From an optimization exercise on the open Yosys and OpenROAD flow, aimed at small area, a short achievable clock period and few clock cycles per item; shortcuts taken in it are not production practice. No activity file was given, so power comes from the tool's default toggle rates.

Design array, start of the top module:
module array #(
    parameter W = 8
)(
    input  wire clk,
    input  wire rst,
    input  wire start,
    input  wire signed [3*W-1:0] a,
    input  wire signed [3*W-1:0] b,
    output wire signed [9*2*W-1:0] result,
    output reg  result_valid
);
    reg beat1, beat2;
    reg accumulate;
    always @(posedge clk) begin
        if (rst) begin
            beat1        <= 1'b0;
            beat2        <= 1'b0;
            accumulate   <= 1'b0;
            result_valid <= 1'b0;
        end else begin
            beat1        <= start;
            beat2        <= beat1;
            accumulate   <= start | beat1;
            result_valid <= beat2;
        end
    end
    genvar i, j;
    generate
        for (j = 0; j < 3; j = j + 1) begin : enc
            wire [W/2-1:0] one, two, neg;
            booth_enc #(.W(W)) E (
                .b  (b[j*W +: W]),
                .one(one),
                .two(two),
                .neg(neg)
            );
        end
        for (i = 0; i < 3; i = i + 1) begin : row
            for (j = 0; j < 3; j = j + 1) begin : col
                mac_pe_8_bit PE (
                    .clk    (clk),
                    .clear  (~accumulate),
                    .a      (a[i*W +: W]),
                    .one    (enc[j].one),
                    .two    (enc[j].two),
                    .neg    (enc[j].neg),
                    .product(result[(i*3 + j)*2*W +: 2*W])
                );
            end
        end
    endgenerate
endmodule
For scale: roughly 2200 cells after synthesis, ~150 flip-flops, roughly 22000 sq um of cells after synthesis.
export LEC_CHECK = 0
export CAP_MARGIN = 20
export CORE_MARGIN = 2
export CORE_UTILIZATION = 40
export SETUP_SLACK_MARGIN = 1.5
export SLEW_MARGIN = 20
export SYNTH_HIERARCHICAL = 1
export SYNTH_MINIMUM_KEEP_SIZE = 0
create_clock -name core_clock -period 6.5 [get_ports {clk}]
standard.sh (not shown) runs the stock make flow with config.mk's settings and CLKGATE_MAP_FILE= SYNTH_SCRIPT=/design/flow/synth_recipe.tcl, a recipe that flattens the netlist after the stock synthesis.
==> flow/flow/run.sh <==
#!/bin/bash
# The standard layout (the standard.sh, standard synthesis unchanged), with
# the port buffers that ORFS inserts before global placement made of the
# smallest plain buffer instead of ORFS's default choice; repair steps resize
# them where timing needs it.
set -euo pipefail
bash standard.sh "BUFFER_PORTS_ARGS=-buffer_cell sky130_fd_sc_hd__buf_1" finish > standard.log 2>&1
The first run passed the timing, DRC and antenna checks.
Change:
--- a/flow/design.v
+++ b/flow/design.v
@@ -182,75 +182,75 @@
     wire acc_14 = ~clear & product[14];
     wire acc_15 = ~clear & product[15];
     wire s0, c0;
     ha_cell u0 (.x(acc_4), .y(neg[2]), .s(s0), .co(c0));
     wire s1, c1;
     ha_cell u1 (.x(acc_5), .y(pp_0_5), .s(s1), .co(c1));
     wire s2, c2;
-    fa_cell u2 (.x(acc_6), .y(neg[3]), .z(pp_0_6), .s(s2), .co(c2));
+    xfa_cell u2 (.x(acc_6), .y(neg[3]), .z(pp_0_6), .s(s2), .co(c2));
     wire s3, c3;
     ha_cell u3 (.x(pp_1_4), .y(pp_2_2), .s(s3), .co(c3));
     wire s4, c4;
-    fa_cell u4 (.x(acc_7), .y(pp_0_7), .z(pp_1_5), .s(s4), .co(c4));
+    xfa_cell u4 (.x(acc_7), .y(pp_0_7), .z(pp_1_5), .s(s4), .co(c4));
     wire s5, c5;
     ha_cell u5 (.x(pp_2_3), .y(pp_3_1), .s(s5), .co(c5));
     wire s6, c6;
-    fa_cell u6 (.x(acc_8), .y(pp_0_8), .z(pp_1_6), .s(s6), .co(c6));
+    xfa_cell u6 (.x(acc_8), .y(pp_0_8), .z(pp_1_6), .s(s6), .co(c6));
     wire s7, c7;
     ha_cell u7 (.x(pp_2_4), .y(pp_3_2), .s(s7), .co(c7));
     wire s8, c8;
     fa_cell u8 (.x(acc_9), .y(pp_1_7), .z(pp_2_5), .s(s8), .co(c8));
     wire s9, c9;
     ha_cell u9 (.x(acc_10), .y(pp_1_8), .s(s9), .co(c9));
     wire s10, c10;
     ha_cell u10 (.x(acc_2), .y(neg[1]), .s(s10), .co(c10));
     wire s11, c11;
     ha_cell u11 (.x(acc_3), .y(pp_0_3), .s(s11), .co(c11));
     wire s12, c12;
-    fa_cell u12 (.x(s0), .y(pp_0_4), .z(pp_1_2), .s(s12), .co(c12));
+    xfa_cell u12 (.x(s0), .y(pp_0_4), .z(pp_1_2), .s(s12), .co(c12));
     wire s13, c13;
     fa_cell u13 (.x(c0), .y(pp_1_3), .z(pp_2_1), .s(s13), .co(c13));
     wire s14, c14;
-    fa_cell u14 (.x(pp_3_0), .y(c1), .z(s3), .s(s14), .co(c14));
+    xfa_cell u14 (.x(pp_3_0), .y(s2), .z(c1), .s(s14), .co(c14));
     wire s15, c15;
-    fa_cell u15 (.x(c3), .y(s5), .z(c2), .s(s15), .co(c15));
+    xfa_cell u15 (.x(c3), .y(s4), .z(s5), .s(s15), .co(c15));
     wire s16, c16;
-    fa_cell u16 (.x(c5), .y(s7), .z(c4), .s(s16), .co(c16));
+    xfa_cell u16 (.x(c5), .y(s6), .z(s7), .s(s16), .co(c16));
     wire s17, c17;
-    fa_cell u17 (.x(pp_3_3), .y(c7), .z(c6), .s(s17), .co(c17));
+    xfa_cell u17 (.x(pp_3_3), .y(c7), .z(c6), .s(s17), .co(c17));
     wire s18, c18;
-    fa_cell u18 (.x(pp_2_6), .y(pp_3_4), .z(s9), .s(s18), .co(c18));
+    xfa_cell u18 (.x(pp_2_6), .y(pp_3_4), .z(s9), .s(s18), .co(c18));
     wire s19, c19;
     fa_cell u19 (.x(acc_11), .y(pp_2_7), .z(pp_3_5), .s(s19), .co(c19));
     wire s20, c20;
     ha_cell u20 (.x(acc_12), .y(pp_2_8), .s(s20), .co(c20));
     wire s21, c21;
     ha_cell u21 (.x(acc_0), .y(neg[0]), .s(s21), .co(c21));
     wire s22, c22;
     ha_cell u22 (.x(acc_1), .y(pp_0_1), .s(s22), .co(c22));
     wire s23, c23;
     fa_cell u23 (.x(s10), .y(pp_0_2), .z(pp_1_0), .s(s23), .co(c23));
     wire s24, c24;
-    fa_cell u24 (.x(c10), .y(pp_1_1), .z(s11), .s(s24), .co(c24));
+    xfa_cell u24 (.x(c10), .y(pp_1_1), .z(s11), .s(s24), .co(c24));
     wire s25, c25;
     fa_cell u25 (.x(pp_2_0), .y(c11), .z(s12), .s(s25), .co(c25));
     wire s26, c26;
-    fa_cell u26 (.x(s1), .y(c12), .z(s13), .s(s26), .co(c26));
+    xfa_cell u26 (.x(s1), .y(c12), .z(s13), .s(s26), .co(c26));
     wire s27, c27;
-    fa_cell u27 (.x(c13), .y(s2), .z(s14), .s(s27), .co(c27));
+    xfa_cell u27 (.x(s3), .y(c13), .z(s14), .s(s27), .co(c27));
     wire s28, c28;
-    fa_cell u28 (.x(s4), .y(c14), .z(s15), .s(s28), .co(c28));
+    xfa_cell u28 (.x(c2), .y(c14), .z(s15), .s(s28), .co(c28));
     wire s29, c29;
-    fa_cell u29 (.x(s6), .y(c15), .z(s16), .s(s29), .co(c29));
+    xfa_cell u29 (.x(c4), .y(s16), .z(c15), .s(s29), .co(c29));
     wire s30, c30;
-    fa_cell u30 (.x(s8), .y(c16), .z(s17), .s(s30), .co(c30));
+    xfa_cell u30 (.x(s8), .y(s17), .z(c16), .s(s30), .co(c30));
     wire s31, c31;
-    fa_cell u31 (.x(c8), .y(s18), .z(c17), .s(s31), .co(c31));
+    xfa_cell u31 (.x(c8), .y(s18), .z(c17), .s(s31), .co(c31));
     wire s32, c32;
-    fa_cell u32 (.x(c9), .y(s19), .z(c18), .s(s32), .co(c32));
+    xfa_cell u32 (.x(c9), .y(s19), .z(c18), .s(s32), .co(c32));
     wire s33, c33;
     fa_cell u33 (.x(pp_3_6), .y(s20), .z(c19), .s(s33), .co(c33));
     wire s34, c34;
     fa_cell u34 (.x(acc_13), .y(pp_3_7), .z(c20), .s(s34), .co(c34));
     wire s35, c35;
     ha_cell u35 (.x(acc_14), .y(pp_3_8), .s(s35), .co(c35));
     wire [15:0] row0 = {acc_15, s35, s34, s33, s32, s31, s30, s29, s28, s27, s26, s25, s24, s23, s22, pp_0_0};
Result:
- The new run finished clean
- global-route usage goes down by 0.11 points
- total power barely changes
- non-clock buffer count goes down by 4
- final cell count goes up by 12%
- clock-buffer cell count goes up by 1
- fmax goes up by 2.9%
- setup slack gets better by 0.14 ns
- register-to-register slack gets better by 0.25 ns
- clock power barely changes
No functional check of the RTL was part of any run of this note.

==> what the ideal ports hide <==
In the flow no input, the clock included, has a driving cell. The finished layouts below were timed again as built, in two steps. Step 1, drivers: a clkbuf_16 drives clk and a buf_2 each remaining input, both assumed. Step 2 adds t to the input delays and takes it off the output delays; t is the mean of the earliest and latest rising clock arrival at the registers after step 1. Input paths then give back, and output paths get back, about the clock's delay inside the block. a / b / c = ideal ports / drivers / drivers and shift; a / b = the first two.
run | t (ns) | slack for setup (ns) | clock arrival spread, ns | worst slew at a driven data input, ns
the first run | 0.555 | 1.548 / 1.581 / 1.026 | 0.010 / 0.010 | 0.05
the second run | 0.551 | 1.688 / 1.725 / 1.174 | 0.016 / 0.016 | 0.11
After both steps every run listed still meets setup and hold. For the first run, which loses most, drivers alone change the setup slack by +0.033 ns; drivers and shift together by -0.522 ns.
